Context: an optimization exercise on an open-source flow, tuned for small area. The choices shown serve that exercise and are no tape-out recipe.
In this exercise RTL edits were held to simulation tests only and were not proved equivalent to the original.
Power figures rest on the tool's default switching activity, not on a simulated workload.

--- design/flow/design.v ---
module nerv #(
	parameter [31:0] RESET_ADDR = 32'h 0000_0000,
	parameter integer NUMREGS = 32
) (
	input clock,
	input reset,
	output trap,
	output logic [31:0] x10,
	output [31:0] imem_addr,
	input  [31:0] imem_data,
	output        dmem_valid,
	output [31:0] dmem_addr,
	output [ 3:0] dmem_wstrb,
	output [31:0] dmem_wdata,
	input  [31:0] dmem_rdata
);
	localparam OPCODE_LOAD   = 7'b 00_000_11;
	localparam OPCODE_STORE  = 7'b 01_000_11;
	localparam OPCODE_BRANCH = 7'b 11_000_11;
	localparam OPCODE_JALR   = 7'b 11_001_11;
	localparam OPCODE_JAL    = 7'b 11_011_11;
	localparam OPCODE_OP_IMM = 7'b 00_100_11;
	localparam OPCODE_OP     = 7'b 01_100_11;
	localparam OPCODE_AUIPC  = 7'b 00_101_11;
	localparam OPCODE_LUI    = 7'b 01_101_11;
	logic        reset_q;
	logic        trapped;
	logic [31:2] pc;           
	logic [31:2] ppc;          
	logic [31:2] imem_addr_q;
	logic [31:0] insn_q;       
	logic [31:0] rs1_value_q;
	logic [31:0] rs2_value_q;
	logic        load_freeze;
	logic        mem_rd_enable_q;
	logic [4:0]  mem_rd_reg_q;
	logic [4:0]  mem_rd_func_q;
	logic [31:0] regfile [1:31];
	wire running = !trapped && !reset && !reset_q;
	wire in_reset = reset || reset_q;
	assign trap = trapped;
	wire [31:0] insn = imem_data;
	wire [6:0] f_opcode = insn[6:0];
	wire [4:0] f_rs1 = insn[19:15];
	wire [4:0] f_rs2 = insn[24:20];
	wire [6:0] opcode_q = insn_q[6:0];
	wire [4:0] rd_q     = insn_q[11:7];
	wire [2:0] funct3_q = insn_q[14:12];
	wire [6:0] funct7_q = insn_q[31:25];
	wire q_lui    = opcode_q == OPCODE_LUI;
	wire q_auipc  = opcode_q == OPCODE_AUIPC;
	wire q_jal    = opcode_q == OPCODE_JAL;
	wire q_jalr   = opcode_q == OPCODE_JALR;
	wire q_branch = opcode_q == OPCODE_BRANCH;
	wire q_load   = opcode_q == OPCODE_LOAD;
	wire q_store  = opcode_q == OPCODE_STORE;
	wire q_opimm  = opcode_q == OPCODE_OP_IMM;
	wire q_op     = opcode_q == OPCODE_OP;
	wire q_nowrite = q_branch || q_store;
	wire hz1 = rd_q != 0 && rd_q == f_rs1 && !q_nowrite;
	wire hz2 = rd_q != 0 && rd_q == f_rs2 && !q_nowrite;
	wire f_store = f_opcode == OPCODE_STORE;
	wire f_lj    = f_opcode == OPCODE_LOAD || f_opcode == OPCODE_JALR;
	wire f_rr    = f_opcode == OPCODE_OP || f_opcode == OPCODE_BRANCH;
	wire f_ri    = f_opcode == OPCODE_OP_IMM;
	wire stall = f_store ? (hz1 || hz2) : f_lj ? hz1 : 1'b0;
	wire Asrc = (f_rr || f_ri) && hz1 && !mem_rd_enable_q;
	wire Bsrc = f_rr && hz2 && !mem_rd_enable_q;
	wire [31:0] imm_i = {{20{insn_q[31]}}, insn_q[31:20]};
	wire [31:0] imm_s = {{20{insn_q[31]}}, insn_q[31:25], insn_q[11:7]};
	wire [31:2] imm_b = {{20{insn_q[31]}}, insn_q[7], insn_q[30:25], insn_q[11:9]};
	wire        imm_b1 = insn_q[8];
	wire [31:2] imm_j = {{12{insn_q[31]}}, insn_q[19:12], insn_q[20], insn_q[30:22]};
	wire        imm_j1 = insn_q[21];
	wire use_rs2 = q_op || q_branch;
	wire [31:0] op2 = use_rs2 ? rs2_value_q : q_store ? imm_s : imm_i;
	wire is_sub = q_branch || ((q_op || q_opimm) && funct3_q[2:1] == 2'b01) ||
	              (q_op && funct3_q == 3'b000 && funct7_q[5]);
	wire [32:0] sum = {1'b0, rs1_value_q} + {1'b0, op2 ^ {32{is_sub}}} + {32'b0, is_sub};
	wire [31:0] add_res = sum[31:0];
	wire ltu = !sum[32];
	wire lt  = (rs1_value_q[31] != op2[31]) ? rs1_value_q[31] : sum[31];
	wire eq  = add_res == 32'b0;
	wire [4:0] shamt = q_op ? rs2_value_q[4:0] : insn_q[24:20];
	wire sh_left = !funct3_q[2];
	logic [31:0] sh_in, sh_out, sh_res;
	always_comb begin
		for (int k = 0; k < 32; k++)
			sh_in[k] = sh_left ? rs1_value_q[31-k] : rs1_value_q[k];
		sh_out = $signed({funct7_q[5] && !sh_left && rs1_value_q[31], sh_in}) >>> shamt;
		for (int k = 0; k < 32; k++)
			sh_res[k] = sh_left ? sh_out[31-k] : sh_out[k];
	end
	logic alu_valid;
	logic [31:0] alu_res;
	always_comb begin
		case (funct3_q)
			3'b000: alu_res = add_res;
			3'b001: alu_res = sh_res;
			3'b010: alu_res = {31'b0, lt};
			3'b011: alu_res = {31'b0, ltu};
			3'b100: alu_res = rs1_value_q ^ op2;
			3'b101: alu_res = sh_res;
			3'b110: alu_res = rs1_value_q | op2;
			3'b111: alu_res = rs1_value_q & op2;
		endcase
		if (q_op)
			alu_valid = funct7_q == 7'b0000000 ||
			            (funct7_q == 7'b0100000 && (funct3_q == 3'b000 || funct3_q == 3'b101));
		else
			alu_valid = (funct3_q != 3'b001 && funct3_q != 3'b101) ||
			            funct7_q == 7'b0000000 ||
			            (funct7_q == 7'b0100000 && funct3_q == 3'b101);
	end
	wire [31:2] tgt_base = q_auipc ? pc : ppc;
	wire [31:2] tgt_imm  = q_auipc ? {insn_q[31:12], 10'b0} : q_jal ? imm_j : imm_b;
	wire [31:2] tgt = tgt_base + tgt_imm;
	wire [31:2] pc_inc  = pc + 30'd1;
	wire [31:2] ppc_inc = ppc + 30'd1;
	logic branch_taken;
	always_comb begin
		case (funct3_q)
			3'b000: branch_taken = eq;
			3'b001: branch_taken = !eq;
			3'b100: branch_taken = lt;
			3'b101: branch_taken = !lt;
			3'b110: branch_taken = ltu;
			3'b111: branch_taken = !ltu;
			default: branch_taken = 1'b0;
		endcase
	end
	wire branch_f3_ok = funct3_q[2:1] != 2'b01;
	wire ld_ok = (funct3_q == 3'b000 || funct3_q == 3'b100) ||
	             ((funct3_q == 3'b001 || funct3_q == 3'b101) && !add_res[0]) ||
	             (funct3_q == 3'b010 && add_res[1:0] == 2'b00);
	wire st_ok = funct3_q == 3'b000 ||
	             (funct3_q == 3'b001 && !add_res[0]) ||
	             (funct3_q == 3'b010 && add_res[1:0] == 2'b00);
	wire jalr_ok = funct3_q == 3'b000;
	wire q_jump = q_jal || (q_jalr && jalr_ok) || (q_branch && branch_f3_ok && branch_taken);
	wire kill = q_jump;
	wire [31:2] jump_tgt = q_jalr ? add_res[31:2] : tgt;
	wire jump_mis = q_jal ? imm_j1 : q_jalr ? add_res[1] : imm_b1;
	logic illinsn;
	logic next_wr;
	logic [31:0] next_rd;
	always_comb begin
		illinsn = 1'b0;
		next_wr = 1'b0;
		next_rd = 32'b0;
		if (q_lui) begin
			next_wr = 1'b1;
			next_rd = {insn_q[31:12], 12'b0};
		end else if (q_auipc) begin
			next_wr = 1'b1;
			next_rd = {tgt, 2'b00};
		end else if (q_jal) begin
			next_wr = 1'b1;
			next_rd = {ppc_inc, 2'b0};
			illinsn = jump_mis;
		end else if (q_jalr) begin
			if (jalr_ok) begin
				next_wr = 1'b1;
				next_rd = {ppc_inc, 2'b0};
				illinsn = jump_mis;
			end else
				illinsn = 1'b1;
		end else if (q_branch) begin
			illinsn = !branch_f3_ok || (branch_taken && jump_mis);
		end else if (q_load) begin
			illinsn = !ld_ok;
		end else if (q_store) begin
			illinsn = !st_ok;
		end else if (q_op || q_opimm) begin
			next_wr = alu_valid;
			next_rd = alu_valid ? alu_res : 32'b0;
			illinsn = !alu_valid;
		end else
			illinsn = 1'b1;
	end
	wire mem_rd = q_load && ld_ok;
	wire mem_wr = q_store && st_ok;
	wire mem_rd_enable = mem_rd && !mem_rd_enable_q && !in_reset;
	wire mem_wr_enable = mem_wr && !mem_rd_enable_q && !in_reset;
	logic [31:2] npc;
	always_comb begin
		if (in_reset)
			npc = RESET_ADDR[31:2];
		else if (load_freeze)
			npc = pc;
		else if (q_jump)
			npc = jump_tgt;
		else if (stall && (q_op || q_opimm))
			npc = pc;
		else
			npc = pc_inc;
	end
	assign imem_addr = {(trapped || mem_rd_enable) ? imem_addr_q : npc, 2'b00};
	assign dmem_valid = mem_rd_enable || mem_wr_enable;
	assign dmem_addr  = {add_res[31:2], 2'b00};
	logic [3:0] wstrb;
	always_comb begin
		case (funct3_q[1:0])
			2'b00: wstrb = 4'b0001 << add_res[1:0];
			2'b01: wstrb = add_res[1] ? 4'b1100 : 4'b0011;
			default: wstrb = 4'b1111;
		endcase
	end
	assign dmem_wstrb = mem_wr_enable ? wstrb : 4'b0000;
	assign dmem_wdata[7:0]   = rs2_value_q[7:0];
	assign dmem_wdata[15:8]  = funct3_q[1:0] == 2'b00 ? rs2_value_q[7:0] : rs2_value_q[15:8];
	assign dmem_wdata[23:16] = funct3_q[1] ? rs2_value_q[23:16] : rs2_value_q[7:0];
	assign dmem_wdata[31:24] = funct3_q[1] ? rs2_value_q[31:24] :
	                           funct3_q[0] ? rs2_value_q[15:8] : rs2_value_q[7:0];
	logic [31:0] mem_rdata;
	always_comb begin
		logic [15:0] h;
		logic [7:0] b;
		h = mem_rd_func_q[4] ? dmem_rdata[31:16] : dmem_rdata[15:0];
		b = mem_rd_func_q[3] ? h[15:8] : h[7:0];
		case (mem_rd_func_q[2:0])
			3'b000: mem_rdata = {{24{b[7]}}, b};
			3'b001: mem_rdata = {{16{h[15]}}, h};
			3'b100: mem_rdata = {24'b0, b};
			3'b101: mem_rdata = {16'b0, h};
			default: mem_rdata = dmem_rdata;
		endcase
	end
	wire [31:0] fwd = q_load ? mem_rdata : next_rd;
	logic [31:0] rs1_rd, rs2_rd;
	always_comb begin
		rs1_rd = {32{Asrc}} & fwd;
		rs2_rd = {32{Bsrc}} & fwd;
		for (int i = 1; i < 32; i++) begin
			rs1_rd = rs1_rd | ({32{!Asrc && f_rs1 == i}} & regfile[i]);
			rs2_rd = rs2_rd | ({32{!Bsrc && f_rs2 == i}} & regfile[i]);
		end
	end
	wire bubble = (stall || kill) && !in_reset;
	wire        rf_we    = running && (mem_rd_enable_q || next_wr);
	wire [4:0]  rf_waddr = mem_rd_enable_q ? mem_rd_reg_q : rd_q;
	wire [31:0] rf_wdata = mem_rd_enable_q ? mem_rdata : next_rd;
	always @(posedge clock) begin
		for (int i = 1; i < 32; i++)
			if (rf_we && rf_waddr == i)
				regfile[i] <= rf_wdata;
	end
	always @(posedge clock) begin
		reset_q <= reset;
		imem_addr_q <= imem_addr[31:2];
		rs1_value_q <= rs1_rd;
		rs2_value_q <= rs2_rd;
		mem_rd_reg_q <= rd_q;
		mem_rd_func_q <= mem_rd ? {add_res[1:0], funct3_q} : 5'b0;
		mem_rd_enable_q <= mem_rd_enable;
		load_freeze <= !load_freeze && f_opcode == OPCODE_LOAD;
		ppc <= pc;
		insn_q <= bubble ? 32'h 00000013 : insn;
		if (running) begin
			if (illinsn && !mem_rd_enable_q)
				trapped <= 1'b1;
			if (!stall)
				pc <= npc;
			x10 <= regfile[10];
		end
		if (in_reset) begin
			pc <= reset ? RESET_ADDR[31:2] - 30'd1 : RESET_ADDR[31:2];
			trapped <= 1'b0;
		end
	end
endmodule
--- design/flow/run.sh ---
#!/bin/bash
# synth_recipe.tcl (not shown) runs the flow's synth.tcl, then flattens the netlist and writes it again
# the make line also repeats each setting of config.mk as NAME=value (left out here)
make -C /OpenROAD-flow-scripts/flow DESIGN_CONFIG=/design/flow/config.mk WORK_HOME=/design/flow/orfs CLKGATE_MAP_FILE= SYNTH_SCRIPT=/design/flow/synth_recipe.tcl finish
--- design/flow/config.mk ---
export PLATFORM = sky130hd
export DESIGN_NAME = nerv
export DESIGN_NICKNAME = nerv
export VERILOG_FILES = /design/flow/design.v
export SDC_FILE = /design/flow/constraint.sdc
export NUM_CORES = 4
export LEC_CHECK = 0
export CAP_MARGIN = 20
export CORE_MARGIN = 2
export CORE_UTILIZATION = 40
export SLEW_MARGIN = 20
--- design/flow/constraint.sdc ---
create_clock -name core_clock -period 10.0 [get_ports {clock}]
set_input_delay 2.0000 -clock core_clock [delete_from_list [all_inputs] [get_ports {clock}]]
set_output_delay 2.0000 -clock core_clock [all_outputs]
set_load 0.01 [all_outputs]
==> out/qor.yml, run 1 <==
post-route-period-util: 0.9704
synth-main-ff-cell: "edfxtp_1"
endpoint: "imem_addr[14]"
chipHeight_um: 400.1
synth_common_cells: "1054 x edfxtp_1, 522 x a22oi_1, 367 x nand2_1"
synth.distinct_cells: 92
root_buffer: "clkbuf_16"
yosysWarningCount: 2
hp-class: "reg2reg"
cts_tree: "built"
hold_viol: 0
fin_ws_ns: 0.2962
ctsHoldBuffers: 0
finClkSkew_ns: 0.07456
ys_seq_area_frac: 0.5587
r2r_cells: 24
clk_pin_slew_ns: 0.06
synth_area_leader_cell: "edfxtp_1"
grt_antenna_before_repair: 21
holdPathStages: 0
htreeDepth: 4
cts_buffers: 134
post-route-min-period_ns: 9.704
multi_input_area_um2: 26540
grt_first_pass_wirelength_um: 454000
vias: 59578
synth_most_common_cell: "edfxtp_1"
power_density_nw_per_um2: 183.9
vias_per_cell: 7.610
slew_headroom: 0.1047
numClockSinks: 1224
seqCellArea_um2: 35060
postSynthCellCount: 5447
rsz0062_at_grt: "no"
timing.rr.end: "regfile[29][29]"
drv_cap: 0
start_util: 0.4021
fin_nets: 5839
die_area_um2: 160000
end_kind: "output pin"
worst-endpoint-required_ns: 8.00
max_freq_ghz: 0.1031
critical_path_class: "reg2out"
post-route-drc-count: 0
synth.area.top_cells: "edfxtp_1 50%, a22oi_1 6.2%, dfxtp_1 5.4%"
worstMarginPinSlew_ns: 1.333
io_buffers: 195
drt_wl_total_um: 344400
grt_remaining_overflow: 0
r2r_start: "insn_q[0]"
grt_max_degree: 56
dpl.hpwl_um: 217400
synth-seq-cells: 1224
p_leak_nw: 25.29
dpl_worst_slack_ns: 0.5038
synthArstFlopShare: 0
drtIter0Drc: 13769
p_total_mw: 13.54
fin_util: 0.4719
firstDrtPassIters: 16
rows: 145
grt_pass1_vias: 53865
io_pins: 200
gp_congestion: 1.075
syn_avg_cell_area_um2: 11.52
ir_drop_mv: 0.1990
status: "timing/DRC/antenna clean"
clkLatencyLatePin_ns: 0.83
final.setup.tns_ns: 0
synth-edff-count: 1054
setup_viol: 0
die_x_um: 400.1
area_growth_pct: 17.35
syn-cell-area_um2: 62740
layout-drive-gt1-share: 0.1380
cts_max_path_buffers: 3
drtAntennaViolNets: 0
startpoint: "insn_q[0]"
routedWlPerCell_um: 43.99
r2r_slack_ns: 2.84
coreArea_um2: 156000
yosys.area.top_type_share: 0.5044
final-max-slew-violation-count: 0
crit_fanout: 22
grt_use_total: 0.4153
cp-start-kind: "flop"
fillCellCount: 14021
cp.arrival_ns: 7.70
## power breakdown
part           switching (mW)  internal [mW]
sequential              0.212           5.58
combinational            1.57          0.856
clock                    2.31           3.01
total                    4.09           9.45
## through the flow
| step | hold WS (ns) | area, um^2 | instances |
|---|---|---|---|
| floorplan | 0.3290 | 62760 | 5450 |
| global placement | 0.3626 | 68550 | 7553 |
| detailed placement | 0.3775 | 68570 | 7555 |
| CTS | 0.3940 | 73310 | 7805 |
| global route | 0.4058 | 73600 | 7814 |
| finish | 0.3885 | 73630 | 7829 |
## worst max-delay path: stages, from the launching register on
cell             delay [ns]
dfxtp_1                0.35
nor4bb_2               0.29
buf_4                  0.21
and3_1                 0.23
nor2b_2                0.12
buf_4                  0.22
a21oi_1                0.40
xnor2_1                0.12
ha_1                   0.31
buf_4                  0.17
a21oi_1                0.09
o21ai_0                0.58
a31oi_1                0.20
o21ai_0                0.33
a311o_1                0.36
mux2i_1                0.32
nor4_4                 0.11
a221o_1                0.35
xnor2_1                0.15
o21ai_1                0.13
o21ai_4                0.28
and2_1                 0.27
buf_8                  0.25
mux2i_1                0.29
a32o_1                 0.22
clkdlybuf4s50_1        0.54
## worst min-delay path by stage
stage | start | endpoint
2_1_floorplan | insn_q[7] | mem_rd_reg_q[0]
3_3_place_gp | pc[22] | ppc[22]
3_5_place_dp | pc[6] | ppc[6]
4_1_cts | pc[6] | ppc[6]
5_1_grt | pc[22] | ppc[22]
6_report | pc[22] | ppc[22]
## layer usage
| layer | track usage | routed length [um] | vias up |
|---|---|---|---|
| li1 | - | - | 22214 |
| met4 | 0.3020 | 33810 | 30 |
| met1 | 0.5052 | 115100 | 28728 |
| met2 | 0.5802 | 136400 | 6617 |
| met5 | 0.02088 | 765 | - |
| met3 | 0.1819 | 58290 | 1989 |
## cell usage in the layout, fill, tap and decap left out, drive strengths merged, types with 32 or more instances in the layout
master         netlist  final
a211oi              32     32
a21o                62     62
mux4                32     32
a21oi              210    210
a22o               209    209
nand4              179    179
clkbuf             339    162
nand3              122    122
clkinv               3     56
edfxtp            1054   1054
inv                102    110
and3                43     43
xor2                49     49
buf                101    302
xnor2               74     74
ha                 126    126
clkdlybuf4s50        0    195
a31oi               34     34
o21ai              284    284
a22oi              522    522
mux2i              162    162
a221oi             237    237
nand2              367    367
nor3               105    105
dfxtp              170    170
and2                54     54
nor2               320    320
## final cells by class
class | instances | area share
clock buffers | 160 | 0.04775
inverters | 105 | 0.005353
clock inverters | 86 | 0.01589
diodes | 16 | 0.0005438
well taps | 2058 | 0.03497
multi-input cells | 3681 | 0.3605
repair buffers | 499 | 0.05879
flip-flops and latches | 1224 | 0.4762
## sequential cells by signal, indices dropped and copies added (netlist names), 5 cells and up
signal	count
imem_addr_q	30
insn_q	32
mem_rd_func_q	5
mem_rd_reg_q	5
pc	30
ppc	30
regfile	992
rs1_value_q	32
rs2_value_q	32
x10	32
## kinds of logic (layout without fill, tap and decap cells)
group / after synthesis / in the layout / synth area share
compound gates: 1867 / 1867 / 0.2175
mux: 217 / 217 / 0.04152
buf+inv: 545 / 850 / 0.03570
xor+xnor: 123 / 123 / 0.01717
flops: 1224 / 1224 / 0.5587
fa+ha+maj: 128 / 128 / 0.02576
simple gates: 1342 / 1342 / 0.1036
other cells: 1 / 20 / 0.00005977
## repair_timing
action                                  4_1_cts  5_1_grt
pin swaps                                     1        2
gates resized for setup                       4       26
endpoints found under the setup margin       26       30
buffers inserted                              4        2
==> run 2: changes to the inputs <==
--- a/design/flow/design.v
+++ b/design/flow/design.v
@@ -27,7 +27,6 @@
 	logic        trapped;
 	logic [31:2] pc;           
 	logic [31:2] ppc;          
-	logic [31:2] imem_addr_q;
 	logic [31:0] insn_q;       
 	logic [31:0] rs1_value_q;
 	logic [31:0] rs2_value_q;
@@ -72,35 +71,41 @@
 	wire        imm_b1 = insn_q[8];
 	wire [31:2] imm_j = {{12{insn_q[31]}}, insn_q[19:12], insn_q[20], insn_q[30:22]};
 	wire        imm_j1 = insn_q[21];
-	wire use_rs2 = q_op || q_branch;
-	wire [31:0] op2 = use_rs2 ? rs2_value_q : q_store ? imm_s : imm_i;
-	wire is_sub = q_branch || ((q_op || q_opimm) && funct3_q[2:1] == 2'b01) ||
-	              (q_op && funct3_q == 3'b000 && funct7_q[5]);
+	logic use_rs2_q, use_imm_s_q, is_sub_q;
+	wire [31:0] op2 = use_rs2_q ? rs2_value_q : use_imm_s_q ? imm_s : imm_i;
+	wire is_sub = is_sub_q;
 	wire [32:0] sum = {1'b0, rs1_value_q} + {1'b0, op2 ^ {32{is_sub}}} + {32'b0, is_sub};
 	wire [31:0] add_res = sum[31:0];
 	wire ltu = !sum[32];
 	wire lt  = (rs1_value_q[31] != op2[31]) ? rs1_value_q[31] : sum[31];
-	wire eq  = add_res == 32'b0;
+	wire [31:0] xor_res = rs1_value_q ^ op2;
+	wire eq  = (rs1_value_q ^ rs2_value_q) == 32'b0;
 	wire [4:0] shamt = q_op ? rs2_value_q[4:0] : insn_q[24:20];
 	wire sh_left = !funct3_q[2];
-	logic [31:0] sh_in, sh_out, sh_res;
+	wire sh_fill = funct7_q[5] && !sh_left && rs1_value_q[31];
+	logic [31:0] sh_in, sh_out, sh_rev;
 	always_comb begin
 		for (int k = 0; k < 32; k++)
 			sh_in[k] = sh_left ? rs1_value_q[31-k] : rs1_value_q[k];
-		sh_out = $signed({funct7_q[5] && !sh_left && rs1_value_q[31], sh_in}) >>> shamt;
+		sh_out = sh_in;
+		if (shamt[0]) sh_out = {{ 1{sh_fill}}, sh_out[31:1]};
+		if (shamt[1]) sh_out = {{ 2{sh_fill}}, sh_out[31:2]};
+		if (shamt[2]) sh_out = {{ 4{sh_fill}}, sh_out[31:4]};
+		if (shamt[3]) sh_out = {{ 8{sh_fill}}, sh_out[31:8]};
+		if (shamt[4]) sh_out = {{16{sh_fill}}, sh_out[31:16]};
 		for (int k = 0; k < 32; k++)
-			sh_res[k] = sh_left ? sh_out[31-k] : sh_out[k];
+			sh_rev[k] = sh_out[31-k];
 	end
 	logic alu_valid;
 	logic [31:0] alu_res;
 	always_comb begin
 		case (funct3_q)
 			3'b000: alu_res = add_res;
-			3'b001: alu_res = sh_res;
+			3'b001: alu_res = sh_rev;
 			3'b010: alu_res = {31'b0, lt};
 			3'b011: alu_res = {31'b0, ltu};
-			3'b100: alu_res = rs1_value_q ^ op2;
-			3'b101: alu_res = sh_res;
+			3'b100: alu_res = xor_res;
+			3'b101: alu_res = sh_out;
 			3'b110: alu_res = rs1_value_q | op2;
 			3'b111: alu_res = rs1_value_q & op2;
 		endcase
@@ -195,7 +200,7 @@
 		else
 			npc = pc_inc;
 	end
-	assign imem_addr = {(trapped || mem_rd_enable) ? imem_addr_q : npc, 2'b00};
+	assign imem_addr = {(trapped || mem_rd_enable) ? pc : npc, 2'b00};
 	assign dmem_valid = mem_rd_enable || mem_wr_enable;
 	assign dmem_addr  = {add_res[31:2], 2'b00};
 	logic [3:0] wstrb;
@@ -226,20 +231,27 @@
 			default: mem_rdata = dmem_rdata;
 		endcase
 	end
-	wire [31:0] fwd = q_load ? mem_rdata : next_rd;
-	logic [31:0] rs1_rd, rs2_rd;
-	always_comb begin
-		rs1_rd = {32{Asrc}} & fwd;
-		rs2_rd = {32{Bsrc}} & fwd;
-		for (int i = 1; i < 32; i++) begin
-			rs1_rd = rs1_rd | ({32{!Asrc && f_rs1 == i}} & regfile[i]);
-			rs2_rd = rs2_rd | ({32{!Bsrc && f_rs2 == i}} & regfile[i]);
-		end
-	end
+	wire [31:0] fwd = (q_load || mem_rd_enable_q) ? mem_rdata : next_rd;
+	wire [31:0] sel1, sel2;
+	wire [32*32-1:0] rdv;
+	assign sel1[0] = Asrc;
+	assign sel2[0] = Bsrc;
+	assign rdv[31:0] = fwd;
+	for (genvar i = 1; i < 32; i++) begin : g_sel
+		assign sel1[i] = !Asrc && f_rs1 == i;
+		assign sel2[i] = !Bsrc && f_rs2 == i;
+		assign rdv[32*i +: 32] = regfile[i];
+	end
+	wire [31:0] rs1_rd, rs2_rd;
+	nerv_rdport rp1 (.sel(sel1), .d(rdv), .q(rs1_rd));
+	nerv_rdport rp2 (.sel(sel2), .d(rdv), .q(rs2_rd));
 	wire bubble = (stall || kill) && !in_reset;
+	wire [31:0] insn_next = bubble ? 32'h 00000013 : insn;
+	wire [6:0] n_opcode = insn_next[6:0];
+	wire [2:0] n_funct3 = insn_next[14:12];
 	wire        rf_we    = running && (mem_rd_enable_q || next_wr);
 	wire [4:0]  rf_waddr = mem_rd_enable_q ? mem_rd_reg_q : rd_q;
-	wire [31:0] rf_wdata = mem_rd_enable_q ? mem_rdata : next_rd;
+	wire [31:0] rf_wdata = fwd;
 	always @(posedge clock) begin
 		for (int i = 1; i < 32; i++)
 			if (rf_we && rf_waddr == i)
@@ -247,7 +259,6 @@
 	end
 	always @(posedge clock) begin
 		reset_q <= reset;
-		imem_addr_q <= imem_addr[31:2];
 		rs1_value_q <= rs1_rd;
 		rs2_value_q <= rs2_rd;
 		mem_rd_reg_q <= rd_q;
@@ -255,11 +266,16 @@
 		mem_rd_enable_q <= mem_rd_enable;
 		load_freeze <= !load_freeze && f_opcode == OPCODE_LOAD;
 		ppc <= pc;
-		insn_q <= bubble ? 32'h 00000013 : insn;
+		insn_q <= insn_next;
+		use_rs2_q <= n_opcode == OPCODE_OP || n_opcode == OPCODE_BRANCH;
+		use_imm_s_q <= n_opcode == OPCODE_STORE;
+		is_sub_q <= n_opcode == OPCODE_BRANCH ||
+		            ((n_opcode == OPCODE_OP || n_opcode == OPCODE_OP_IMM) && n_funct3[2:1] == 2'b01) ||
+		            (n_opcode == OPCODE_OP && n_funct3 == 3'b000 && insn_next[30]);
 		if (running) begin
 			if (illinsn && !mem_rd_enable_q)
 				trapped <= 1'b1;
-			if (!stall)
+			if (!stall || (illinsn && !mem_rd_enable_q))
 				pc <= npc;
 			x10 <= regfile[10];
 		end
@@ -269,3 +285,39 @@
 		end
 	end
 endmodule
+module nerv_rdport (
+	input  [31:0] sel,
+	input  [32*32-1:0] d,
+	output [31:0] q
+);
+	wire [32*11-1:0] n;
+	for (genvar g = 0; g < 10; g++) begin : g_aoi
+		nerv_aoi3 u (.s0(sel[3*g]), .s1(sel[3*g+1]), .s2(sel[3*g+2]),
+		             .d0(d[32*(3*g) +: 32]), .d1(d[32*(3*g+1) +: 32]), .d2(d[32*(3*g+2) +: 32]),
+		             .y_n(n[32*g +: 32]));
+	end
+	nerv_aoi2 u10 (.s0(sel[30]), .s1(sel[31]), .d0(d[32*30 +: 32]), .d1(d[32*31 +: 32]),
+	               .y_n(n[32*10 +: 32]));
+	nerv_nand11 uo (.n(n), .y(q));
+endmodule
+module nerv_aoi3 (
+	input s0, s1, s2,
+	input [31:0] d0, d1, d2,
+	output [31:0] y_n
+);
+	assign y_n = ~(({32{s0}} & d0) | ({32{s1}} & d1) | ({32{s2}} & d2));
+endmodule
+module nerv_aoi2 (
+	input s0, s1,
+	input [31:0] d0, d1,
+	output [31:0] y_n
+);
+	assign y_n = ~(({32{s0}} & d0) | ({32{s1}} & d1));
+endmodule
+module nerv_nand11 (
+	input [32*11-1:0] n,
+	output [31:0] y
+);
+	assign y = ~(n[0+:32] & n[32+:32] & n[64+:32] & n[96+:32] & n[128+:32] & n[160+:32] &
+	             n[192+:32] & n[224+:32] & n[256+:32] & n[288+:32] & n[320+:32]);
+endmodule
--- a/design/flow/config.mk
+++ b/design/flow/config.mk
@@ -9,3 +9,4 @@
 export CORE_MARGIN = 2
 export CORE_UTILIZATION = 40
 export SLEW_MARGIN = 20
+export SYNTH_HIERARCHICAL = 1
==> out/qor.yml, run 2 <==
gp_congestion: 1.042  # -3.1%
hp-start: "pc[13]"
hold_viol: 0  # unchanged
p_leak_nw: 23.41  # -7.4%
fin_ws_ns: 0.6223  # +0.3261 ns
ys_seq_area_frac: 0.5625  # +0.003825
ctsHoldBuffers: 0  # unchanged
r2r_start: "insn_q[4]"
die_area_um2: 156500  # -2.2%
synth.distinct_cells: 101  # +9.8%
cts_setup_buffers: 0  # -4
internal_power_mw: 8.875  # -6.1%
dpl_worst_slack_ns: 1.673  # +1.169 ns
final_common_cell: "edfxtp_1"
finClkSkew_ns: 0.06833  # -0.006234 ns
r2r_cells: 19  # -21%
grt_max_degree: 74  # +32%
post-route-drc-count: 0  # unchanged
power.switching_mw: 3.793  # -7.3%
timing.rr.end: "rs2_value_q[30]"
vias_per_cell: 7.210  # -5.3%
start_util: 0.4034  # +0.001298
final_cell_mix: "1054 x edfxtp_1, 641 x a222oi_1, 310 x nand2_1, 238 x buf_4, 214 x a21oi_1"
die_x_um: 395.7  # -1.1%
fillCellCount: 13659  # -2.6%
synth_most_common_cell: "edfxtp_1"
synth-seq-cells: 1197  # -2.2%
io_buffers: 195  # unchanged
min_to: "ppc[13]"
syn-cell-area_um2: 61360  # -2.2%
startpoint: "use_imm_s_q"
final-max-slew-violation-count: 0  # unchanged
fin_nets: 5324  # -8.8%
swShare: 0.2994  # -0.002693
root_buffer: "clkbuf_16"
grt_antenna_before_repair: 48  # +130%
drtAntennaViolNets: 0  # unchanged
synth.area.top_cells: "edfxtp_1 52%, a222oi_1 10%, dfxtp_1 4.7%"
slew_headroom: 0.1723  # +0.06759
coreArea_um2: 152100  # -2.5%
drtIter0Drc: 12752  # -7.4%
ir_drop_mv: 0.1793  # -9.9%
yosys.area.top_type_share: 0.5158  # +0.01141
dpl.hpwl_um: 188100  # -13%
post-route-period-util: 0.9378  # -0.03261
crit_fanout: 19  # -14%
worst-endpoint-required_ns: 8.00  # about the same
cts_resized: 0  # -4
grt_remaining_overflow: 0  # unchanged
vias: 52531  # -12%
rows: 143  # -1.4%
postLayoutCellArea_um2: 69830  # -5.2%
drt_wl_total_um: 284700  # -17%
clk_pin_slew_ns: 0.06  # about the same
synth_area_leader_cell: "edfxtp_1"
cp-start-kind: "flop"
postSynthCellCount: 4984  # -8.5%
p_comb_frac: 0.183  # +0.004
pwr-share-clk: 0.374  # -0.019
firstDrtPassIters: 14  # -2
placed_area_um2: 65610  # -4.3%
synth_common_cells: "1054 x edfxtp_1, 641 x a222oi_1, 310 x nand2_1"
drv_cap: 0  # unchanged
post-route-min-period_ns: 9.378  # -0.3261 ns
critical_path_class: "reg2out"
worstMarginPinSlew_ns: 1.210  # -0.1224 ns
grt_use_total: 0.3497  # -0.06560
syn_avg_cell_area_um2: 12.31  # +6.9%
status: "timing/DRC/antenna clean"
routedWlPerCell_um: 39.08  # -11%
cts_buffers: 130  # -3.0%
yosysWarningCount: 8  # +6
layout-drive-gt1-share: 0.1265  # -0.01144
setup_viol: 0  # unchanged
synth-edff-count: 1054  # unchanged
power_density_nw_per_um2: 181.4  # -1.3%
synthArstFlopShare: 0  # unchanged
clkLatencyLatePin_ns: 0.82  # about the same
p_seq_frac: 0.444  # +0.016
cts_tree: "built"
htreeDepth: 4  # unchanged
numClockSinks: 1197  # -2.2%
top_register: "regfile"
synth-main-ff-cell: "edfxtp_1"
hp-class: "reg2reg"
cts_max_path_buffers: 3  # unchanged
rsz0062_at_grt: "no"
area_growth_pct: 13.82
largest_reg_flops: 992  # unchanged
grt_pass1_vias: 48044  # -11%
io_pins: 200  # unchanged
cp.arrival_ns: 7.38  # -0.32 ns
grt_first_pass_wirelength_um: 385900  # -15%
final.setup.tns_ns: 0  # unchanged
end_kind: "output pin"
chipHeight_um: 395.7  # -1.1%
max_freq_ghz: 0.1066  # +3.5%
r2r_slack_ns: 2.03  # -0.81 ns
holdPathStages: 0  # unchanged
==> run 2: cell families after synthesis <==
kind of cell               count (synthesis)  synth area share
adders and majority gates                128           0.02635
and+or+nand+nor                         1250            0.1011
muxes                                    152           0.02941
DFF                                     1197            0.5625
other                                      1        0.00006112
xor gates and xnor gates                 163           0.02327
AOI/OAI and AO/OA                       1558            0.2030
buffers and inverters                    535           0.05426
==> run 2: metal layers <==
layer | routed length [um] | vias to the layer above | global-route usage
met3 | 45110 | 828 | 0.1285
li1 | - | 21104 | -
met2 | 118600 | 4648 | 0.5002
met5 | 172 | - | 0.0006158
met1 | 101300 | 25923 | 0.4528
met4 | 19600 | 28 | 0.2047
==> run 2: power groups by stage <==
stage | Clock [mW] | Sequential [mW] | Combinational, mW
2_1_floorplan | 0 | 5.64 | 1.15
3_3_place_gp | 0 | 5.71 | 2.21
4_1_cts | 4.76 | 5.60 | 2.21
3_5_place_dp | 0 | 5.71 | 2.20
6_report | 4.73 | 5.62 | 2.31
5_1_grt | 4.97 | 5.61 | 2.35
==> run 2: modules after synthesis (local to each module, per instance), excerpt <==
| module | cell area (um^2) | cells |
|---|---|---|
| nerv | 51200 | 3832 |
| nerv_nand11 | 760.7 | 128 |
| nerv_aoi3 | 402.9 | 41 |
| nerv_aoi2 | 289.0 | 38 |
==> run 2: worst max-delay path by stage <==
| stage | cells after the start | end | slack [ns] |
|---|---|---|---|
| finish | 15 | imem_addr[31] | 0.62 |
| global placement | 15 | imem_addr[31] | 1.64 |
| global route | 18 | imem_addr[30] | 0.45 |
| detailed placement | 15 | imem_addr[31] | 1.67 |
| CTS | 15 | imem_addr[31] | 0.82 |
| floorplan | 19 | imem_addr[30] | 2.87 |
==> run 2: critical path: stages (launching register included) <==
cell	delay (ns)
dfxtp_1	0.48
mux2i_2	0.36
o21a_1	0.26
mux2_2	0.38
fa_1	0.46
a211oi_1	0.29
nor2_1	0.18
a21oi_1	0.34
a211oi_2	0.17
o21ai_1	0.40
mux2i_1	0.79
a31oi_2	0.59
nor2_4	0.67
mux2_1	0.41
a221o_1	0.34
clkdlybuf4s50_1	0.50
==> run 2: area by class of cell <==
cell class / instances / area (um^2) / share of cell area
Sequential cell: 1197 / 34520 / 0.4943
Multi-Input combinational cell: 3255 / 24340 / 0.3485
Timing Repair Buffer: 435 / 3794 / 0.05432
Clock buffer: 185 / 3571 / 0.05113
Tap cell: 2030 / 2540 / 0.03637
Clock inverter: 49 / 590.6 / 0.008457
Inverter: 111 / 416.7 / 0.005966
Antenna cell: 24 / 60.06 / 0.0008600
==> run 2: metrics by stage <==
stage	hold slack, ns	std cells	power (mW)	util
CTS	0.3864	7262	12.58	0.4588
finish	0.3981	7286	12.67	0.4592
global placement	0.3687	7026	7.919	0.4310
global route	0.4096	7265	12.93	0.4588
floorplan	0.3258	4987	6.794	-
detailed placement	0.3688	7028	7.909	0.4314
==> run 3: changes to the inputs <==
--- a/design/flow/config.mk
+++ b/design/flow/config.mk
@@ -7,6 +7,9 @@
 export LEC_CHECK = 0
 export CAP_MARGIN = 20
 export CORE_MARGIN = 2
-export CORE_UTILIZATION = 40
+export CORE_UTILIZATION = 65
+export CTS_CLUSTER_DIAMETER = 60
+export CTS_CLUSTER_SIZE = 30
+export PLACE_DENSITY = 0.8
 export SLEW_MARGIN = 20
 export SYNTH_HIERARCHICAL = 1
==> out/qor.yml, run 3 <==
status: "timing/DRC/antenna clean"
top_register: "regfile"
min_to: "ppc[13]"
drtIter0Drc: 16944  # +33%
syn_avg_cell_area_um2: 12.31  # unchanged
cp.arrival_ns: 7.16  # -0.22 ns
synth_most_common_cell: "edfxtp_1"
ir_drop_mv: 0.2993  # +67%
synth-main-ff-cell: "edfxtp_1"
ctsHoldBuffers: 0  # unchanged
dpl.cell_count: 6215  # -12%
synth.distinct_cells: 101  # unchanged
internal_power_mw: 7.927  # -11%
drt_wl_total_um: 262800  # -7.7%
crit_fanout: 36  # +17
area_growth_pct: 9.764
max_freq_ghz: 0.1092  # +2.4%
syn-cell-area_um2: 61360  # unchanged
numClockSinks: 1197  # unchanged
grt_pass1_vias: 49815  # +3.7%
htreeDepth: 3  # -1
synthArstFlopShare: 0  # unchanged
hp-class: "reg2reg"
coreArea_um2: 93470  # -39%
rsz0062_at_grt: "no"
finClkSkew_ns: 0.06629  # -0.002039 ns
p_leak_nw: 22.67  # -3.2%
synth-edff-count: 1054  # unchanged
p_comb_frac: 0.183  # about the same
rows: 112  # -22%
clkLatencyLatePin_ns: 0.74  # -0.08 ns
synth.area.top_cells: "edfxtp_1 52%, a222oi_1 10%, dfxtp_1 4.7%"
setup_viol: 0  # unchanged
chipHeight_um: 311.2  # -21%
hp-start: "pc[13]"
power.switching_mw: 3.688  # -2.8%
routedWlPerCell_um: 41.17  # +5.3%
synth_area_leader_cell: "edfxtp_1"
die_area_um2: 96870  # -38%
io_pins: 200  # unchanged
start_util: 0.6564  # +0.2530
final_cell_mix: "1054 x edfxtp_1, 641 x a222oi_1, 310 x nand2_1, 214 x a21oi_1, 203 x buf_4"
swShare: 0.3175  # +0.01807
yosysWarningCount: 8  # unchanged
timing.rr.end: "rs1_value_q[27]"
cts_buffers: 80  # -38%
p_seq_frac: 0.489  # +0.045
drv_cap: 0  # unchanged
post-route-period-util: 0.9156  # -0.02218
grt_remaining_overflow: 0  # unchanged
post-route-drc-count: 0  # unchanged
slew_headroom: 0.1339  # -0.03837
ys_seq_area_frac: 0.5625  # unchanged
layout-drive-gt1-share: 0.1168  # -0.009745
vias_per_cell: 8.570  # +19%
r2r_cells: 21  # +2
hold_viol: 0  # unchanged
worst-endpoint-required_ns: 8.00  # about the same
grt_first_pass_wirelength_um: 366700  # -5.0%
cts_setup_buffers: 0  # unchanged
largest_reg_flops: 992  # unchanged
firstDrtPassIters: 22  # +8
postSynthCellCount: 4984  # unchanged
root_buffer: "clkbuf_16"
yosys.area.top_type_share: 0.5158  # unchanged
die_x_um: 311.2  # -21%
final-max-slew-violation-count: 0  # unchanged
critical_path_class: "reg2out"
synth_common_cells: "1054 x edfxtp_1, 641 x a222oi_1, 310 x nand2_1"
end_kind: "output pin"
power_density_nw_per_um2: 172.5  # -4.9%
cts_resized: 0  # unchanged
layout.cells.non_filler: 6385  # -12%
post-route-min-period_ns: 9.156  # -0.2218 ns
final.setup.tns_ns: 0  # unchanged
cts_max_path_buffers: 3  # unchanged
holdPathStages: 0  # unchanged
r2r_start: "insn_q[4]"
worstMarginPinSlew_ns: 1.290  # +0.07959 ns
grt_use_total: 0.5244  # +0.1746
r2r_slack_ns: 2.55  # +0.52 ns
grt_max_degree: 55  # -26%
vias: 54721  # +4.2%
dpl.hpwl_um: 173500  # -7.7%
cts_tree: "built"
gp_congestion: 1.077  # +3.4%
drtAntennaViolNets: 0  # unchanged
io_buffers: 195  # unchanged
final_common_cell: "edfxtp_1"
pwr-share-clk: 0.328  # -0.046
clk_pin_slew_ns: 0.08  # +0.02 ns
grt_antenna_before_repair: 23  # -52%
fin_nets: 5238  # -1.6%
synth-seq-cells: 1197  # unchanged
cp-start-kind: "flop"
## run 3: area by class of cell
cell class	count	area, um^2
diodes	19	47.55
clock buffers	84	2059
clock inverters	66	1006
fillers	6220	26120
inverters	111	416.7
multi-input cells	3255	24220
flip-flops and latches	1197	34520
well taps	1254	1569
repair buffers	399	3503
## run 3: per-stage QoR
stage / hold WS, ns / setup slack, ns / cell area, um^2 / utilization / power, mW
6_report: 0.3731 / 0.8441 / 67350 / 0.7205 / 11.62
5_1_grt: 0.3784 / 0.4870 / 67300 / 0.7201 / 11.78
4_1_cts: 0.3763 / 0.9071 / 67250 / 0.7195 / 11.44
3_5_place_dp: 0.3785 / 1.675 / 64190 / 0.6867 / 7.763
3_3_place_gp: 0.3639 / 1.765 / 64170 / 0.6866 / 7.755
2_1_floorplan: 0.3258 / 2.868 / 61370 / - / 6.794
## run 3: worst max-delay path by stage
stage	start	endpoint	slack, ns	cells after the start
2_1_floorplan	insn_q[4]	imem_addr[30]	2.87	19
3_3_place_gp	insn_q[4]	imem_addr[30]	1.77	18
3_5_place_dp	insn_q[4]	imem_addr[30]	1.68	18
4_1_cts	insn_q[4]	imem_addr[30]	0.91	18
5_1_grt	insn_q[4]	imem_addr[30]	0.49	19
6_report	insn_q[4]	imem_addr[30]	0.84	18
## run 3: kinds of logic (layout without fill, tap and decap cells)
kind of cell | count (synthesis) | count (layout) | share of synthesized area
muxes | 152 | 152 | 0.02941
and+or+nand+nor | 1250 | 1250 | 0.1011
xor gates and xnor gates | 163 | 163 | 0.02327
AOI/OAI and AO/OA | 1558 | 1558 | 0.2030
other | 1 | 23 | 0.00006112
DFF | 1197 | 1197 | 0.5625
buffers and inverters | 535 | 660 | 0.05426
adders and majority gates | 128 | 128 | 0.02635
## run 3: routing by layer
metal  global-route usage  wire length, um
met5              0.02223              326
met4               0.3544            26220
met3               0.1974            45760
met2               0.7670           109000
met1               0.6474            81530
## run 3: power by group through the flow
| stage | sequential (mW) | combinational (mW) | clock (mW) |
|---|---|---|---|
| 3_5_place_dp | 5.76 | 2.00 | 0 |
| 4_1_cts | 5.65 | 2.01 | 3.77 |
| 2_1_floorplan | 5.64 | 1.15 | 0 |
| 6_report | 5.67 | 2.13 | 3.81 |
| 5_1_grt | 5.66 | 2.16 | 3.95 |
| 3_3_place_gp | 5.76 | 1.99 | 0 |
## run 3: worst max-delay path: stages, from the launching register on
cell and delay [ns]:
dfxtp_1 0.58, nand4b_1 0.29, nor3b_2 0.24, buf_4 0.25, nor2b_4 0.71, nor2_1 0.12, ha_1 0.28, fa_1 0.47
a21oi_1 0.19, nand4b_1 0.18, a21oi_1 0.12, o311a_1 0.51, a211oi_1 0.49, a21oi_1 0.16, xnor2_1 0.23, nand2_1 0.08
a2111oi_0 0.80, o31a_1 0.23, clkdlybuf4s50_1 0.54
## run 3: per-module statistics from Yosys (local to each module, per instance), a selection
module,flops+latches,cells
nerv,1197,3832
nerv_aoi3,0,41
nerv_aoi2,0,38
nerv_nand11,0,128
==> run 4: changes to the inputs <==
==> design/flow/flow/run.sh (new file) <==
#!/bin/bash
set -euo pipefail
export BUFFER_PORTS_ARGS="-buffer_cell sky130_fd_sc_hd__buf_2"
export CTS_ARGS="-sink_clustering_enable -repair_clock_nets -sink_clustering_size 30 -sink_clustering_max_diameter 60 -dont_use_dummy_load"
export RECOVER_POWER=100
bash standard.sh > flow.log 2>&1
==> design/flow/standard.sh (new file) <==
#!/bin/bash
# synth_recipe.tcl (not shown) runs the flow's synth.tcl, then flattens the netlist and writes it again
# the make line also repeats each setting of config.mk as NAME=value (left out here)
make -C /OpenROAD-flow-scripts/flow DESIGN_CONFIG=/design/flow/config.mk WORK_HOME=/design/flow/orfs CLKGATE_MAP_FILE= SYNTH_SCRIPT=/design/flow/synth_recipe.tcl "${@:-finish}"
--- a/design/flow/config.mk
+++ b/design/flow/config.mk
@@ -8,8 +8,6 @@
 export CAP_MARGIN = 20
 export CORE_MARGIN = 2
 export CORE_UTILIZATION = 65
-export CTS_CLUSTER_DIAMETER = 60
-export CTS_CLUSTER_SIZE = 30
 export PLACE_DENSITY = 0.8
 export SLEW_MARGIN = 20
 export SYNTH_HIERARCHICAL = 1
removed: design/flow/run.sh
==> out/qor.yml, run 4 <==
status: "complete, but fails checks"
violations: "capacitance limit, slew limit"
grt_use_total: 0.5119  # -0.01246
synth-edff-count: 1054  # unchanged
hp-class: "reg2reg"
vias_per_cell: 8.517  # -0.62%
p_comb_frac: 0.185  # +0.002
post-route-min-period_ns: 9.764  # +0.6077 ns
drt_wl_total_um: 256500  # -2.4%
grt_pass1_vias: 49733  # -0.16%
max_freq_ghz: 0.1024  # -6.2%
final_cell_mix: "1054 x edfxtp_1, 641 x a222oi_1, 310 x nand2_1, 217 x nor2_1, 216 x a21oi_1"
hp-start: "pc[13]"
largest_reg_flops: 992  # unchanged
drv_cap: 77  # +77
cts_setup_buffers: 0  # unchanged
critical_path_class: "in2reg"
dpl.cell_count: 6222  # +0.11%
postSynthCellCount: 4984  # unchanged
die_x_um: 311.2  # unchanged
drtAntennaViolNets: 0  # unchanged
layout-drive-gt1-share: 0.09733  # -0.01945
chipHeight_um: 311.2  # unchanged
final_common_cell: "edfxtp_1"
cp.arrival_ns: 9.96  # +2.80 ns
syn_avg_cell_area_um2: 12.31  # unchanged
timing.rr.end: "insn_q[2]"
synth_most_common_cell: "edfxtp_1"
worst-endpoint-required_ns: 10.20  # +2.20 ns
cts_buffers: 86  # +7.5%
r2r_slack_ns: 0.99  # -1.56 ns
cts_resized: 0  # unchanged
synth_area_leader_cell: "edfxtp_1"
synth-main-ff-cell: "edfxtp_1"
synth.distinct_cells: 101  # unchanged
gp_congestion: 1.140  # +5.8%
p_leak_nw: 21.67  # -4.4%
cts_tree: "built"
area_growth_pct: 5.541
end_kind: "flop"
io_buffers: 195  # unchanged
power.switching_mw: 3.190  # -14%
crit_fanout: 33  # -8.3%
holdPathStages: 0  # unchanged
finClkSkew_ns: 0.1287  # +0.06238 ns
synth.area.top_cells: "edfxtp_1 52%, a222oi_1 10%, dfxtp_1 4.7%"
internal_power_mw: 7.581  # -4.4%
io_pins: 200  # unchanged
p_seq_frac: 0.525  # +0.036
htreeDepth: 3  # unchanged
r2r_cells: 13  # -38%
start_util: 0.6564  # unchanged
placed_area_um2: 63260  # -1.4%
fin_nets: 5251  # +0.25%
final.setup.tns_ns: 0  # unchanged
cp-start-kind: "input port"
final-max-slew-violation-count: 2166  # +2166
numClockSinks: 1197  # unchanged
setup_viol: 0  # unchanged
slowest_delay_ns: 2.04  # +1.24 ns
crit_chain: "clkbuf_1, inv_1, nand2_1, nor2_4, clkbuf_1, o41a_1, nand2_1, or2_0, nor2_1, clkbuf_1"
dpl_worst_slack_ns: 1.965  # +0.2896 ns
ir_drop_mv: 0.1650  # -45%
synthArstFlopShare: 0  # unchanged
min_to: "ppc[13]"
drtIter0Drc: 15316  # -9.6%
layout.cells.non_filler: 6320  # -1.0%
syn-cell-area_um2: 61360  # unchanged
postLayoutCellArea_um2: 64760  # -3.8%
clkLatencyLatePin_ns: 0.74  # about the same
ctsHoldBuffers: 0  # unchanged
grt_first_pass_wirelength_um: 357100  # -2.6%
fin_ws_ns: 0.2363  # -0.6077 ns
grt_max_degree: 66  # +20%
synth-seq-cells: 1197  # unchanged
routedWlPerCell_um: 40.59  # -1.4%
yosysWarningCount: 8  # unchanged
rsz0062_at_grt: "no"
swShare: 0.2962  # -0.02136
yosys.area.top_type_share: 0.5158  # unchanged
worstMarginPinSlew_ns: 3.474  # +2.185 ns
post-route-drc-count: 0  # unchanged
cp_slowest_cell: "clkbuf_1"
firstDrtPassIters: 22  # unchanged
power_density_nw_per_um2: 166.3  # -3.6%
cts_max_path_buffers: 3  # unchanged
slew_headroom: -1.316  # -1.450
clk_pin_slew_ns: 0.08  # about the same
post-route-period-util: 0.9764  # +0.06077
rows: 112  # unchanged
top_register: "regfile"
ys_seq_area_frac: 0.5625  # unchanged
coreArea_um2: 93470  # unchanged
synth_common_cells: "1054 x edfxtp_1, 641 x a222oi_1, 310 x nand2_1"
r2r_start: "use_rs2_q"
grt_antenna_before_repair: 30  # +30%
dpl.hpwl_um: 167600  # -3.4%
vias: 53828  # -1.6%
pwr-share-clk: 0.290  # -0.038
crit_path_frequent_cell: "clkbuf_1"
root_buffer: "clkbuf_16"
grt_remaining_overflow: 0  # unchanged
hold_viol: 0  # unchanged
die_area_um2: 96870  # unchanged
[run 4: logic make-up after synthesis]
family | synth area share
buffers and inverters | 0.05426
other | 0.00006112
muxes | 0.02941
DFF | 0.5625
xor gates and xnor gates | 0.02327
adders and majority gates | 0.02635
and+or+nand+nor | 0.1011
AOI/OAI and AO/OA | 0.2030
[run 4: layout make-up]
class	count	area, um^2
inverters	111	416.7
flip-flops and latches	1197	34520
well taps	1254	1569
diodes	11	27.53
fillers	6899	28710
repair buffers	406	2106
clock buffers	86	2152
multi-input cells	3255	23960
[run 4: critical path: cells and delay by family]
family	cells	cell delay, ns
buffers and inverters	4	4.99
AOI/OAI and AO/OA	1	0.53
and+or+nand+nor	5	2.42
[run 4: how the worst max path moves through the flow]
| stage | endpoint | startpoint | depth (start not counted) |
|---|---|---|---|
| final | regfile[9][19] | reset | 10 |
| after floorplan | imem_addr[30] | insn_q[4] | 19 |
| after global placement | imem_addr[14] | use_rs2_q | 14 |
| after global routing | regfile[9][19] | reset | 10 |
| after CTS | imem_addr[14] | use_rs2_q | 14 |
| after detailed placement | imem_addr[14] | use_rs2_q | 14 |
[run 4: power by group through the flow]
stage,sequential (mW),clock [mW],combinational [mW]
2_1_floorplan,5.64,0,1.15
3_3_place_gp,5.74,0,1.90
3_5_place_dp,5.74,0,1.92
4_1_cts,5.63,3.09,1.93
5_1_grt,5.65,3.24,2.03
6_report,5.66,3.12,1.99
[run 4: per-layer routing]
metal  vias up  share of wire  global-route usage  wire (um)
met2      6194           0.41              0.7348     104600
li1      20832              -                   -          -
met1     25058           0.31              0.6193      78330
met5         -        0.00091            0.004447        233
met3      1718           0.18              0.2171      46290
met4        26           0.11              0.3704      27040
[run 4: stage by stage]
step / power (mW) / utilization / hold WS, ns
global placement: 7.644 / 0.6768 / 0.3539
floorplan: 6.794 / - / 0.3258
finish: 10.77 / 0.6928 / 0.3957
detailed placement: 7.659 / 0.6768 / 0.3646
CTS: 10.64 / 0.6999 / 0.3947
global route: 10.92 / 0.6925 / 0.4124
[run 4: per-module statistics from Yosys (local to each module, per instance), excerpt]
module	cells inside	flops+latches	times used
nerv	3832	1197	1
nerv_nand11	128	0	2
nerv_aoi3	41	0	20
nerv_aoi2	38	0	2
==> run 5: changes to the inputs <==
--- a/design/flow/design.v
+++ b/design/flow/design.v
@@ -23,10 +23,36 @@
 	localparam OPCODE_OP     = 7'b 01_100_11;
 	localparam OPCODE_AUIPC  = 7'b 00_101_11;
 	localparam OPCODE_LUI    = 7'b 01_101_11;
+	function automatic [32:0] bk_add32(input [31:0] a, input [31:0] b, input cin);
+		logic [31:0] g, p, G, P;
+		logic [32:0] r;
+		g = a & b;
+		p = a ^ b;
+		G = g;
+		P = p;
+		G[0] = g[0] | (p[0] & cin);
+		for (int lv = 0; lv < 5; lv++)
+			for (int i = 0; i < 32; i++)
+				if (i % (2 << lv) == (2 << lv) - 1) begin
+					G[i] = G[i] | (P[i] & G[i - (1 << lv)]);
+					P[i] = P[i] & P[i - (1 << lv)];
+				end
+		for (int lv = 3; lv >= 0; lv--)
+			for (int i = 0; i < 32; i++)
+				if (i >= 3 * (1 << lv) - 1 && i % (2 << lv) == (1 << lv) - 1) begin
+					G[i] = G[i] | (P[i] & G[i - (1 << lv)]);
+					P[i] = P[i] & P[i - (1 << lv)];
+				end
+		r[0] = p[0] ^ cin;
+		for (int i = 1; i < 32; i++)
+			r[i] = p[i] ^ G[i-1];
+		r[32] = G[31];
+		bk_add32 = r;
+	endfunction
 	logic        reset_q;
 	logic        trapped;
 	logic [31:2] pc;           
-	logic [31:2] ppc;          
+	logic        ppc_same;     
 	logic [31:0] insn_q;       
 	logic [31:0] rs1_value_q;
 	logic [31:0] rs2_value_q;
@@ -74,12 +100,12 @@
 	logic use_rs2_q, use_imm_s_q, is_sub_q;
 	wire [31:0] op2 = use_rs2_q ? rs2_value_q : use_imm_s_q ? imm_s : imm_i;
 	wire is_sub = is_sub_q;
-	wire [32:0] sum = {1'b0, rs1_value_q} + {1'b0, op2 ^ {32{is_sub}}} + {32'b0, is_sub};
+	wire [32:0] sum = bk_add32(rs1_value_q, op2 ^ {32{is_sub}}, is_sub);
 	wire [31:0] add_res = sum[31:0];
 	wire ltu = !sum[32];
 	wire lt  = (rs1_value_q[31] != op2[31]) ? rs1_value_q[31] : sum[31];
 	wire [31:0] xor_res = rs1_value_q ^ op2;
-	wire eq  = (rs1_value_q ^ rs2_value_q) == 32'b0;
+	wire eq  = xor_res == 32'b0;
 	wire [4:0] shamt = q_op ? rs2_value_q[4:0] : insn_q[24:20];
 	wire sh_left = !funct3_q[2];
 	wire sh_fill = funct7_q[5] && !sh_left && rs1_value_q[31];
@@ -117,11 +143,13 @@
 			            funct7_q == 7'b0000000 ||
 			            (funct7_q == 7'b0100000 && funct3_q == 3'b101);
 	end
-	wire [31:2] tgt_base = q_auipc ? pc : ppc;
+	wire [31:2] pc_dec  = pc - 30'd1;
+	wire [31:2] tgt_base = (q_auipc || ppc_same) ? pc : pc_dec;
 	wire [31:2] tgt_imm  = q_auipc ? {insn_q[31:12], 10'b0} : q_jal ? imm_j : imm_b;
-	wire [31:2] tgt = tgt_base + tgt_imm;
+	wire [32:0] tgt_sum = bk_add32({2'b0, tgt_base}, {2'b0, tgt_imm}, 1'b0);
+	wire [31:2] tgt = tgt_sum[29:0];
 	wire [31:2] pc_inc  = pc + 30'd1;
-	wire [31:2] ppc_inc = ppc + 30'd1;
+	wire [31:2] ppc_inc = ppc_same ? pc_inc : pc;
 	logic branch_taken;
 	always_comb begin
 		case (funct3_q)
@@ -265,7 +293,7 @@
 		mem_rd_func_q <= mem_rd ? {add_res[1:0], funct3_q} : 5'b0;
 		mem_rd_enable_q <= mem_rd_enable;
 		load_freeze <= !load_freeze && f_opcode == OPCODE_LOAD;
-		ppc <= pc;
+		ppc_same <= in_reset ? reset : load_freeze || stall;
 		insn_q <= insn_next;
 		use_rs2_q <= n_opcode == OPCODE_OP || n_opcode == OPCODE_BRANCH;
 		use_imm_s_q <= n_opcode == OPCODE_STORE;
==> design/flow/flow/run.sh (replaced) <==
#!/bin/bash
set -euo pipefail
export BUFFER_PORTS_ARGS="-buffer_cell sky130_fd_sc_hd__buf_2"
export CTS_ARGS="-sink_clustering_enable -repair_clock_nets -sink_clustering_size 30 -sink_clustering_max_diameter 60 -dont_use_dummy_load"
bash standard.sh > flow.log 2>&1
==> out/qor.yml, run 5 <==
synth.area.top_cells: "edfxtp_1 53%, a222oi_1 11%, dfxtp_1 3.8%"
crit_path_frequent_cell: "nand2_1"
final_cell_mix: "1054 x edfxtp_1, 643 x a222oi_1, 209 x nand2_1, 201 x buf_4, 195 x buf_2"
syn_avg_cell_area_um2: 12.77  # +3.7%
setup_viol: 0  # unchanged
r2r_start: "insn_q[5]"
post-route-period-util: 0.9461  # -0.03029
synth_common_cells: "1054 x edfxtp_1, 643 x a222oi_1, 287 x nor2_1"
cts_setup_buffers: 0  # unchanged
final-max-slew-violation-count: 0  # -100%
p_leak_nw: 21.45  # -1.0%
cp_slowest_cell: "dfxtp_1"
largest_reg_flops: 992  # unchanged
post-route-min-period_ns: 9.461  # -0.3029 ns
p_comb_frac: 0.186  # about the same
start_util: 0.6585  # +0.002023
cts_max_path_buffers: 3  # unchanged
io_buffers: 195  # unchanged
vias: 50318  # -6.5%
area_growth_pct: 6.348
firstDrtPassIters: 17  # -23%
grt_remaining_overflow: 0  # unchanged
end_kind: "output pin"
grt_max_degree: 71  # +7.6%
die_area_um2: 93900  # -3.1%
synthXorXnorAreaFrac: 0.02311  # -0.0001587
cp.arrival_ns: 7.46  # -2.50 ns
dpl.cell_count: 5799  # -6.8%
root_buffer: "clkbuf_16"
grt_pass1_vias: 46320  # -6.9%
min_to: "x10[23]"
final_common_cell: "edfxtp_1"
gp_congestion: 1.086  # -4.8%
clkLatencyLatePin_ns: 0.72  # -0.02 ns
dpl_worst_slack_ns: 1.374  # -0.5914 ns
cp-start-kind: "flop"
hp-class: "reg2reg"
cts_resized: 0  # unchanged
io_pins: 200  # unchanged
p_total_mw: 10.31  # -4.3%
internal_power_mw: 7.318  # -3.5%
drv_cap: 0  # -100%
rsz0062_at_grt: "no"
cts_tree: "built"
ir_drop_mv: 0.1540  # -6.7%
coreArea_um2: 90290  # -3.4%
fin_util: 0.7002  # +0.007448
p_seq_frac: 0.532  # +0.007
hold_viol: 0  # unchanged
die_x_um: 306.4  # -1.5%
grt_first_pass_wirelength_um: 338100  # -5.3%
slew_headroom: 0.1661  # +1.482
worstMarginPinSlew_ns: 1.250  # -2.225 ns
synth.mux.area_fraction: 0.03765  # +0.008246
finClkSkew_ns: 0.1203  # -0.008359 ns
grt_antenna_before_repair: 30  # unchanged
rows: 110  # -1.8%
numClockSinks: 1168  # -2.4%
layout-drive-gt1-share: 0.1529  # +0.05558
crit_fanout: 9  # -73%
power_density_nw_per_um2: 163.1  # -2.0%
worst-endpoint-required_ns: 8.00  # -2.20 ns
pwr-share-clk: 0.282  # -0.008
top_register: "regfile"
synth_top_family_by_area: "compound AO/OA/AOI/OAI gates"
ctsHoldBuffers: 0  # unchanged
drtIter0Drc: 15678  # +2.4%
swShare: 0.2901  # -0.006060
fin_nets: 4924  # -6.2%
layout.cells.non_filler: 5892  # -6.8%
drtAntennaViolNets: 0  # unchanged
r2r_cells: 29  # +16
hp-start: "regfile[10][23]"
chipHeight_um: 306.4  # -1.5%
power.switching_mw: 2.990  # -6.2%
ys_seq_area_frac: 0.5708  # +0.008277
grt_use_total: 0.5049  # -0.007016
syn-cell-area_um2: 59450  # -3.1%
synth_area_leader_cell: "edfxtp_1"
vias_per_cell: 8.540  # +0.27%
synthArstFlopShare: 0  # unchanged
cts_buffers: 78  # -9.3%
synth-seq-cells: 1168  # -2.4%
synth_fa_ha_area_frac: 0.03633  # +0.009979
r2r_slack_ns: 1.52  # +0.53 ns
final.setup.tns_ns: 0  # unchanged
synth-edff-count: 1054  # unchanged
synth_most_common_cell: "edfxtp_1"
synth-main-ff-cell: "edfxtp_1"
timing.rr.end: "rs1_value_q[29]"
htreeDepth: 3  # unchanged
dpl.hpwl_um: 166200  # -0.81%
holdPathStages: 0  # unchanged
yosysWarningCount: 8  # unchanged
clk_pin_slew_ns: 0.08  # about the same
fin_ws_ns: 0.5392  # +0.3029 ns
slowest_delay_ns: 0.65  # -1.39 ns
synth.distinct_cells: 88  # -13%
routedWlPerCell_um: 41.29  # +1.7%
yosys.area.top_type_share: 0.5324  # +0.01655
synth_compound_area_frac: 0.1904  # -0.01268
post-route-drc-count: 0  # unchanged
drt_wl_total_um: 243300  # -5.2%
postSynthCellCount: 4657  # -6.6%
critical_path_class: "reg2out"
synth-simple-area-share: 0.08734  # -0.01376
max_freq_ghz: 0.1057  # +3.2%
status: "timing/DRC/antenna clean"
-- run 5: layout make-up --
type                    count  area, um^2
diodes                     14       35.03
clock buffers              78        1952
fillers                  6104       27060
inverters                  99       371.6
multi-input cells        2960       22960
flip-flops and latches   1168       33940
well taps                1176        1471
repair buffers            397        2496
-- run 5: how the worst max path moves through the flow --
stage               endpoint  depth (start not counted)       from  slack (ns)
2_1_floorplan  imem_addr[30]                         28  use_rs2_q        2.15
3_3_place_gp   imem_addr[31]                         28  insn_q[5]        1.36
3_5_place_dp   imem_addr[30]                         28  insn_q[7]        1.37
4_1_cts        imem_addr[31]                         26  insn_q[5]        0.66
5_1_grt        imem_addr[30]                         27  use_rs2_q        0.13
6_report       imem_addr[31]                         28  insn_q[5]        0.54
-- run 5: metrics by stage --
step	cell area (um^2)	hold WS, ns
6_report	63220	0.4820
5_1_grt	63190	0.5013
4_1_cts	63150	0.4782
3_5_place_dp	61200	0.4685
3_3_place_gp	61190	0.4597
2_1_floorplan	59460	0.3290
-- run 5: routing by layer --
metal  part of all wire  up-vias  global-route usage
li1                   -    19382                   -
met1               0.32    23447              0.6421
met2               0.41     6052              0.7260
met3               0.18     1405              0.2020
met4              0.087       32              0.3084
met5             0.0013        -            0.008269
-- run 5: kinds of logic (layout without fill, tap and decap cells) --
| logic type | count (synthesis) | count (layout) |
|---|---|---|
| AO/OA/AOI/OAI | 1398 | 1398 |
| adder cells (fa/ha/maj) | 154 | 154 |
| buffers and inverters | 532 | 574 |
| AND/OR/NAND/NOR | 1042 | 1042 |
| XOR/XNOR | 156 | 156 |
| multiplexers | 206 | 206 |
| flip-flops | 1168 | 1168 |
| other | 1 | 18 |
-- run 5: per-module statistics from Yosys, one instance, submodules excluded, excerpt --
module,cell area (um^2),cells inside,times used
nerv_nand11,760.7,128,2
nerv,49290,3505,1
nerv_aoi2,289.0,38,2
nerv_aoi3,402.9,41,20
-- run 5: power by group through the flow --
stage | combinational [mW] | sequential [mW] | clock, mW
global route | 1.93 | 5.48 | 3.03
finish | 1.92 | 5.48 | 2.91
CTS | 1.80 | 5.47 | 2.87
floorplan | 1.05 | 5.49 | 0
detailed placement | 1.80 | 5.58 | 0
global placement | 1.80 | 5.58 | 0
-- run 5: critical path: cells and delay by family, from the launching register on --
kind	cells	cell delay [ns]
AO/OA/AOI/OAI	8	1.69
XOR/XNOR	3	0.70
adder cells (fa/ha/maj)	2	0.72
buffers and inverters	2	0.36
flip-flops	1	0.65
AND/OR/NAND/NOR	13	2.64

-- static timing again, ports no longer ideal --
How much do the figures lean on ideal ports? The routed layouts below were timed once more, with nothing changed but the port constraints.
Step 1 sets driving cells, clkbuf_16 on the clock port and buf_2 on the other inputs (assumed; they add their load-dependent delay and slew).
Step 2 also shifts input and output timing later by t, the mid clock arrival at the registers, as if the neighbouring blocks saw the same clock.
Three values: ideal, step 1, step 2; two values: the first two.
run | shift t [ns] | setup WS [ns] | worst setup path at the end | latest minus earliest clock arrival (ns) | pins driven straight from the clock port
run 1 | 0.882 | 0.296 / 0.211 / 0.983 | input to output | 0.074 / 0.074 | 1
run 2 | 0.871 | 0.622 / 0.535 / 1.406 | register to output | 0.069 / 0.068 | 1
run 3 | 0.782 | 0.844 / 0.771 / 1.553 | register to output | 0.067 / 0.066 | 1
run 4 | 0.755 | 0.236 / 0.293 / -0.462 | input to register | 0.133 / 0.133 | 1
run 5 | 0.739 | 0.539 / 0.462 / 1.201 | register to output | 0.127 / 0.127 | 1
For run 4, which loses most, drivers alone change the setup slack by +0.057 ns; drivers and shift together by -0.698 ns.
